This is an optimization exercise on Yosys and OpenROAD, whose aim is small area, not a production implementation.
In this exercise RTL edits were held to simulation tests only and were not proved equivalent to the original.
No activity file was given, so power comes from the tool's default toggle rates.

==> v37 <==
==> flow/design.v (excerpt) <==
module my_fifo #(
                   parameter DATA_W           = 128      ,         
                   parameter DEPTH            = 10      ,         
                   parameter UPP_TH           = 4      ,         
                   parameter LOW_TH           = 2                
                )
                (
                   input                   clk         ,         
                   input                   rstn        ,         
                   input                   i_wren      ,         
                   input  [DATA_W - 1 : 0] i_wrdata    ,         
                   output                  o_alm_full  ,         
                   output                  o_full      ,         
                   input                   i_rden      ,         
                   output [DATA_W - 1 : 0] o_rddata    ,         
                   output                  o_alm_empty ,         
                   output                  o_empty               
                );
==> module my_fifo, before the edit <==
module my_fifo #(
                   parameter DATA_W           = 128      ,         
                   parameter DEPTH            = 10      ,         
                   parameter UPP_TH           = 4      ,         
                   parameter LOW_TH           = 2                
                )
                (
                   input                   clk         ,         
                   input                   rstn        ,         
                   input                   i_wren      ,         
                   input  [DATA_W - 1 : 0] i_wrdata    ,         
                   output                  o_alm_full  ,         
                   output                  o_full      ,         
                   input                   i_rden      ,         
                   output [DATA_W - 1 : 0] o_rddata    ,         
                   output                  o_alm_empty ,         
                   output                  o_empty               
                );
localparam NB = DEPTH - 1;                        
localparam CW = $clog2(DEPTH + 1);                
logic [CW - 1     : 0] dcount_rg ;                
logic [NB - 1     : 0] wrsel_rg  ;                
logic [NB - 1     : 0] rdsel_rg  ;                
logic [NB - 1     : 0] pol_rg    ;                
logic [DATA_W - 1 : 0] head_rg   ;                
logic                  headpol_rg;                
wire full_s   = (dcount_rg == DEPTH);
wire empty_s  = (dcount_rg == 0);
wire one_s    = (dcount_rg == 1);
wire wren_s   = i_wren & ~full_s;
wire rden_s   = i_rden & ~empty_s;
wire head_d_s = wren_s & (empty_s | (one_s & rden_s));    
wire head_b_s = rden_s & ~empty_s & ~one_s;              
wire head_h_s = ~(head_d_s | head_b_s);                  
wire bwr_s    = wren_s & ~head_d_s;                      
always @ (posedge clk) begin
   if (!rstn) begin
      dcount_rg <= 0;
      wrsel_rg  <= 1;
      rdsel_rg  <= 1;
   end
   else begin
      if (bwr_s)    wrsel_rg <= {wrsel_rg[NB - 2 : 0], wrsel_rg[NB - 1]};
      if (head_b_s) rdsel_rg <= {rdsel_rg[NB - 2 : 0], rdsel_rg[NB - 1]};
      if (wren_s && !rden_s)      dcount_rg <= dcount_rg + 1;
      else if (!wren_s && rden_s) dcount_rg <= dcount_rg - 1;
   end
end
wire [NB - 1 : 0] bwrsel_s   = {NB{bwr_s}} & wrsel_rg;        
wire [NB - 1 : 0] head_bsel_s = {NB{head_b_s}} & rdsel_rg;     
always @ (posedge clk) begin
   pol_rg <= bwrsel_s | ~pol_rg;
   if (head_b_s)      headpol_rg <= |(rdsel_rg & pol_rg);
   else if (head_d_s) headpol_rg <= 1'b0;
end
genvar g;
generate
   for (g = 0; g < NB; g++) begin : g_word
      logic [DATA_W - 1 : 0] data_rg;
      logic [DATA_W - 1 : 0] next_s;
      wire we_s   = bwrsel_s[g];
      wire hold_s = ~we_s;
      my_fifo_oai22 #(.W(DATA_W)) u_next (.a(i_wrdata), .an(hold_s), .b(data_rg), .bn(we_s), .y(next_s));
      always @ (posedge clk)
         data_rg <= next_s;
   end
endgenerate
logic [DATA_W - 1 : 0] head_next_s;
genvar b;
generate
   for (b = 0; b < DATA_W; b++) begin : g_bit
      logic [2 : 0] grp_n;
      my_fifo_aoi222 u_g0 (.a({g_word[0].data_rg[b], g_word[1].data_rg[b], g_word[2].data_rg[b]}),
                           .s(head_bsel_s[2 : 0]), .y(grp_n[0]));
      my_fifo_aoi222 u_g1 (.a({g_word[3].data_rg[b], g_word[4].data_rg[b], g_word[5].data_rg[b]}),
                           .s(head_bsel_s[5 : 3]), .y(grp_n[1]));
      my_fifo_aoi222 u_g2 (.a({g_word[6].data_rg[b], g_word[7].data_rg[b], g_word[8].data_rg[b]}),
                           .s(head_bsel_s[8 : 6]), .y(grp_n[2]));
      my_fifo_tail   u_t  (.g(grp_n), .a({i_wrdata[b], head_rg[b]}), .s({head_d_s, head_h_s}), .y(head_next_s[b]));
   end
endgenerate
always @ (posedge clk)
   head_rg <= head_next_s;
assign o_full      = full_s;
assign o_empty     = empty_s;
assign o_alm_full  = (dcount_rg > UPP_TH);
assign o_alm_empty = (dcount_rg < LOW_TH);
my_fifo_xor #(.W(DATA_W)) u_out (.a(head_rg), .s(headpol_rg), .y(o_rddata));
endmodule
==> module my_fifo_oai22, before the edit <==
module my_fifo_oai22 #(parameter W = 1) (input [W - 1 : 0] a, input an, input [W - 1 : 0] b, input bn, output [W - 1 : 0] y);
   assign y = ~((a | {W{an}}) & (b | {W{bn}}));
endmodule
==> module my_fifo_xor, before the edit <==
module my_fifo_xor #(parameter W = 1) (input [W - 1 : 0] a, input s, output [W - 1 : 0] y);
   assign y = a ^ {W{s}};
endmodule
==> module my_fifo_aoi222, before the edit <==
module my_fifo_aoi222 (input [2 : 0] a, input [2 : 0] s, output y);
   assign y = ~((a[0] & s[2]) | (a[1] & s[1]) | (a[2] & s[0]));
endmodule
==> module my_fifo_tail, before the edit <==
module my_fifo_tail (input [2 : 0] g, input [1 : 0] a, input [1 : 0] s, output y);
   assign y = ~(g[0] & g[1] & g[2] & ~((a[0] & s[0]) | (a[1] & s[1])));
endmodule
==> flow/config.mk <==
export PLATFORM = sky130hd
export DESIGN_NAME = my_fifo
export DESIGN_NICKNAME = my_fifo
export VERILOG_FILES = /design/flow/design.v
export SDC_FILE = /design/flow/constraint.sdc
export NUM_CORES = 4
export LEC_CHECK = 0
export CAP_MARGIN = 20
export CORE_MARGIN = 2
export CORE_UTILIZATION = 40
export CTS_BUF_LIST = sky130_fd_sc_hd__clkbuf_16
export CTS_CLUSTER_DIAMETER = 100
export CTS_CLUSTER_SIZE = 24
export SLEW_MARGIN = 20
export SYNTH_HIERARCHICAL = 1
==> flow/constraint.sdc <==
create_clock -name core_clock -period 5.0 [get_ports {clk}]
set_input_delay 1.0000 -clock core_clock [delete_from_list [all_inputs] [get_ports {clk}]]
set_output_delay 1.0000 -clock core_clock [all_outputs]
set_load 0.01 [all_outputs]
standard.sh (not shown) runs the stock make flow with config.mk's settings and CLKGATE_MAP_FILE= SYNTH_SCRIPT=/design/flow/synth_recipe.tcl, a recipe that flattens the netlist after the stock synthesis.
==> flow/flow/run.sh <==
#!/bin/bash
# The standard layout, with each port buffered by the smallest buffer (buf_1)
# instead of the cell buffer_ports picks by default. ORFS writes each step's
# full log under orfs/logs/; make's own output goes to standard.log.
set -euo pipefail
export BUFFER_PORTS_ARGS="-buffer_cell sky130_fd_sc_hd__buf_1"
bash standard.sh > standard.log 2>&1
==> inputs of v32, as changes to v37 <==
==> flow/design.v (replaced) <==
module my_fifo #(
                   parameter DATA_W           = 128      ,         
                   parameter DEPTH            = 10      ,         
                   parameter UPP_TH           = 4      ,         
                   parameter LOW_TH           = 2                
                )
                (
                   input                   clk         ,         
                   input                   rstn        ,         
                   input                   i_wren      ,         
                   input  [DATA_W - 1 : 0] i_wrdata    ,         
                   output                  o_alm_full  ,         
                   output                  o_full      ,         
                   input                   i_rden      ,         
                   output [DATA_W - 1 : 0] o_rddata    ,         
                   output                  o_alm_empty ,         
                   output                  o_empty               
                );
localparam AW = $clog2(DEPTH);
logic [DEPTH - 1 : 0] wrsel_rg  ;         
logic [DEPTH - 1 : 0] rdsel_rg  ;         
logic [AW        : 0] dcount_rg ;         
wire full_s  = (dcount_rg == DEPTH);
wire empty_s = (dcount_rg == 0);
wire wren_s  = i_wren & ~full_s;
wire rden_s  = i_rden & ~empty_s;
always @ (posedge clk) begin
   if (!rstn) begin
      wrsel_rg  <= 1;
      rdsel_rg  <= 1;
      dcount_rg <= 0;
   end
   else begin
      if (wren_s) wrsel_rg <= {wrsel_rg[DEPTH - 2 : 0], wrsel_rg[DEPTH - 1]};
      if (rden_s) rdsel_rg <= {rdsel_rg[DEPTH - 2 : 0], rdsel_rg[DEPTH - 1]};
      if (wren_s && !rden_s)      dcount_rg <= dcount_rg + 1;
      else if (!wren_s && rden_s) dcount_rg <= dcount_rg - 1;
   end
end
logic [DATA_W - 1 : 0] rddata_s;
genvar g;
generate
   for (g = 0; g < DEPTH; g++) begin : g_word
      logic [DATA_W - 1 : 0] data_rg;
      always @ (posedge clk)
         if (wren_s & wrsel_rg[g]) data_rg <= i_wrdata;
   end
endgenerate
always_comb begin
   rddata_s = '0;
   rddata_s = rddata_s | ({DATA_W{rdsel_rg[0]}} & g_word[0].data_rg);
   rddata_s = rddata_s | ({DATA_W{rdsel_rg[1]}} & g_word[1].data_rg);
   rddata_s = rddata_s | ({DATA_W{rdsel_rg[2]}} & g_word[2].data_rg);
   rddata_s = rddata_s | ({DATA_W{rdsel_rg[3]}} & g_word[3].data_rg);
   rddata_s = rddata_s | ({DATA_W{rdsel_rg[4]}} & g_word[4].data_rg);
   rddata_s = rddata_s | ({DATA_W{rdsel_rg[5]}} & g_word[5].data_rg);
   rddata_s = rddata_s | ({DATA_W{rdsel_rg[6]}} & g_word[6].data_rg);
   rddata_s = rddata_s | ({DATA_W{rdsel_rg[7]}} & g_word[7].data_rg);
   rddata_s = rddata_s | ({DATA_W{rdsel_rg[8]}} & g_word[8].data_rg);
   rddata_s = rddata_s | ({DATA_W{rdsel_rg[9]}} & g_word[9].data_rg);
end
assign o_full      = full_s;
assign o_empty     = empty_s;
assign o_alm_full  = (dcount_rg > UPP_TH);
assign o_alm_empty = (dcount_rg < LOW_TH);
assign o_rddata    = rddata_s;
endmodule
==> flow/run.sh (new file) <==
#!/bin/bash
# synth_recipe.tcl (not shown) runs the flow's synth.tcl, then flattens the netlist and writes it again
# the make line also repeats each setting of config.mk as NAME=value (left out here)
make -C /OpenROAD-flow-scripts/flow DESIGN_CONFIG=/design/flow/config.mk WORK_HOME=/design/flow/orfs CLKGATE_MAP_FILE= SYNTH_SCRIPT=/design/flow/synth_recipe.tcl finish
--- a/flow/config.mk
+++ b/flow/config.mk
@@ -8,8 +8,4 @@
 export CAP_MARGIN = 20
 export CORE_MARGIN = 2
 export CORE_UTILIZATION = 40
-export CTS_BUF_LIST = sky130_fd_sc_hd__clkbuf_16
-export CTS_CLUSTER_DIAMETER = 100
-export CTS_CLUSTER_SIZE = 24
 export SLEW_MARGIN = 20
-export SYNTH_HIERARCHICAL = 1
removed: flow/flow/run.sh
removed: flow/standard.sh
==> inputs of v27, as changes to v37 <==
==> flow/design.v (replaced) <==
module my_fifo #(
                   parameter DATA_W           = 128      ,         
                   parameter DEPTH            = 10      ,         
                   parameter UPP_TH           = 4      ,         
                   parameter LOW_TH           = 2                
                )
                (
                   input                   clk         ,         
                   input                   rstn        ,         
                   input                   i_wren      ,         
                   input  [DATA_W - 1 : 0] i_wrdata    ,         
                   output                  o_alm_full  ,         
                   output                  o_full      ,         
                   input                   i_rden      ,         
                   output [DATA_W - 1 : 0] o_rddata    ,         
                   output                  o_alm_empty ,         
                   output                  o_empty               
                );
localparam AW = $clog2(DEPTH);
logic [DEPTH - 1 : 0] wrsel_rg  ;         
logic [DEPTH - 1 : 0] rdsel_rg  ;         
logic [AW        : 0] dcount_rg ;         
wire full_s  = (dcount_rg == DEPTH);
wire empty_s = (dcount_rg == 0);
wire wren_s  = i_wren & ~full_s;
wire rden_s  = i_rden & ~empty_s;
always @ (posedge clk) begin
   if (!rstn) begin
      wrsel_rg  <= 1;
      rdsel_rg  <= 1;
      dcount_rg <= 0;
   end
   else begin
      if (wren_s) wrsel_rg <= {wrsel_rg[DEPTH - 2 : 0], wrsel_rg[DEPTH - 1]};
      if (rden_s) rdsel_rg <= {rdsel_rg[DEPTH - 2 : 0], rdsel_rg[DEPTH - 1]};
      if (wren_s && !rden_s)      dcount_rg <= dcount_rg + 1;
      else if (!wren_s && rden_s) dcount_rg <= dcount_rg - 1;
   end
end
logic [DATA_W - 1 : 0] rddata_s;
genvar g;
generate
   for (g = 0; g < DEPTH; g++) begin : g_word
      logic [DATA_W - 1 : 0] data_rg;
      logic [DATA_W - 1 : 0] next_s;
      wire we_s   = wren_s & wrsel_rg[g];
      wire hold_s = ~we_s;
      my_fifo_ao22 #(.W(DATA_W)) u_hold (.a(i_wrdata), .sa(we_s), .b(data_rg), .sb(hold_s), .y(next_s));
      always @ (posedge clk)
         data_rg <= next_s;
   end
endgenerate
genvar b;
generate
   for (b = 0; b < DATA_W; b++) begin : g_bit
      logic [2 : 0] grp_n;
      my_fifo_aoi222 u_g0 (.a({g_word[0].data_rg[b], g_word[1].data_rg[b], g_word[2].data_rg[b]}),
                           .s(rdsel_rg[2 : 0]), .y(grp_n[0]));
      my_fifo_aoi222 u_g1 (.a({g_word[3].data_rg[b], g_word[4].data_rg[b], g_word[5].data_rg[b]}),
                           .s(rdsel_rg[5 : 3]), .y(grp_n[1]));
      my_fifo_aoi222 u_g2 (.a({g_word[6].data_rg[b], g_word[7].data_rg[b], g_word[8].data_rg[b]}),
                           .s(rdsel_rg[8 : 6]), .y(grp_n[2]));
      my_fifo_tail   u_t  (.g(grp_n), .a(g_word[9].data_rg[b]), .s(rdsel_rg[9]), .y(rddata_s[b]));
   end
endgenerate
assign o_full      = full_s;
assign o_empty     = empty_s;
assign o_alm_full  = (dcount_rg > UPP_TH);
assign o_alm_empty = (dcount_rg < LOW_TH);
assign o_rddata    = rddata_s;
endmodule
module my_fifo_aoi222 (input [2 : 0] a, input [2 : 0] s, output y);
   assign y = ~((a[0] & s[2]) | (a[1] & s[1]) | (a[2] & s[0]));
endmodule
module my_fifo_tail (input [2 : 0] g, input a, input s, output y);
   assign y = ~(g[0] & g[1] & g[2] & ~(a & s));
endmodule
module my_fifo_ao22 #(parameter W = 1) (input [W - 1 : 0] a, input sa, input [W - 1 : 0] b, input sb, output [W - 1 : 0] y);
   assign y = ({W{sa}} & a) | ({W{sb}} & b);
endmodule
==> flow/run.sh (new file) <==
#!/bin/bash
# synth_recipe.tcl (not shown) runs the flow's synth.tcl, then flattens the netlist and writes it again
# the make line also repeats each setting of config.mk as NAME=value (left out here)
make -C /OpenROAD-flow-scripts/flow DESIGN_CONFIG=/design/flow/config.mk WORK_HOME=/design/flow/orfs CLKGATE_MAP_FILE= SYNTH_SCRIPT=/design/flow/synth_recipe.tcl finish
--- a/flow/config.mk
+++ b/flow/config.mk
@@ -8,8 +8,5 @@
 export CAP_MARGIN = 20
 export CORE_MARGIN = 2
 export CORE_UTILIZATION = 40
-export CTS_BUF_LIST = sky130_fd_sc_hd__clkbuf_16
-export CTS_CLUSTER_DIAMETER = 100
-export CTS_CLUSTER_SIZE = 24
 export SLEW_MARGIN = 20
 export SYNTH_HIERARCHICAL = 1
removed: flow/flow/run.sh
removed: flow/standard.sh
==> qor summary <==
                                                                                         v27                       v37                        v32
Wire length on met3                                                           13,100 microns            14,700 microns             10,100 microns
Fraction of the core area covered by cells at the end of the flow                      0.473                     0.431                      0.479
GRT met1 Usage                                                                         0.349                     0.368                      0.277
Number of cell rows                                                                      123                       120                        124
Xor-xnor portion of the synthesized cell area                                       0.000385                    0.0264                   0.000380
Number of library cell types mapped by synthesis                                          33                        40                         37
NetSw                                                                              0.00740 W                  0.0103 W                  0.00558 W
Run status                                                           complete, no violations   complete, no violations    complete, no violations
Library cell occupying the most area in the post-synthesis netlist  sky130_fd_sc_hd__dfxtp_1  sky130_fd_sc_hd__dfxtp_1  sky130_fd_sc_hd__edfxtp_1
Fraction of layout instances using a drive strength above 1                           0.0794                    0.0438                     0.0897
Die outline height                                                               341 microns               334 microns                344 microns
Die area                                                                       117,000 sq um             111,000 sq um              118,000 sq um
Reg2Reg Depth                                                                             10                         8                          9
Clock-pin slew on the worst setup and hold paths                                     0.05 ns                   0.10 ns                    0.06 ns
Logic power comb                                                                   0.00435 W                 0.00843 W                  0.00286 W
Count of clock buffers in the final design                                               208                        62                        159
Synth Net Count                                                                        3,748                     3,758                      2,446
Tapcell count                                                                          1,500                     1,403                      1,512
Filler Cells Inserted                                                                 10,000                    10,100                      9,280
Commonest non-fill, non-tap cell in the layout                      sky130_fd_sc_hd__dfxtp_1  sky130_fd_sc_hd__dfxtp_1  sky130_fd_sc_hd__edfxtp_1
Power share of the combinational group                                                 0.157                     0.292                      0.117
Setup slack of the critical path after layout                                       0.573 ns                   1.42 ns                   0.848 ns
Routed length on met1                                                         67,300 microns            65,800 microns             50,100 microns
Final worst clock skew                                                             0.0367 ns                 0.0341 ns                  0.0157 ns
Fraction of the mapped netlist area in compound gates                                  0.333                     0.282                      0.114

## port drivers added, routing unchanged
No port has a modelled driver above. Below, the same layouts with a new extraction and two added sets of constraints.
Step 1: set_driving_cell puts a clkbuf_16 on clk and a buf_2 on each other input, an assumption about the parent block.
Step 2, shift: input delay + t, output delay - t, t = (earliest + latest rising clock arrival at the registers) / 2. This alone moves slack from input paths to output paths.
Slacks: ideal ports / drivers / drivers and shift; pairs: ideal ports / drivers.
run | t (ns) | setup WS [ns] | worst setup path at the end | cell pins on the clock port's net
v37 | 0.770 | 1.421 / 1.347 / 1.399 | input to register | 1
v32 | 0.750 | 0.848 / 0.780 / 1.471 | input to register | 1
v27 | 0.821 | 0.573 / 0.498 / 0.986 | input to register | 1
After both steps setup and hold are still met in every run listed. The setup slack of v37, which loses most, moves by -0.074 ns with the drivers and by -0.022 ns with both steps.
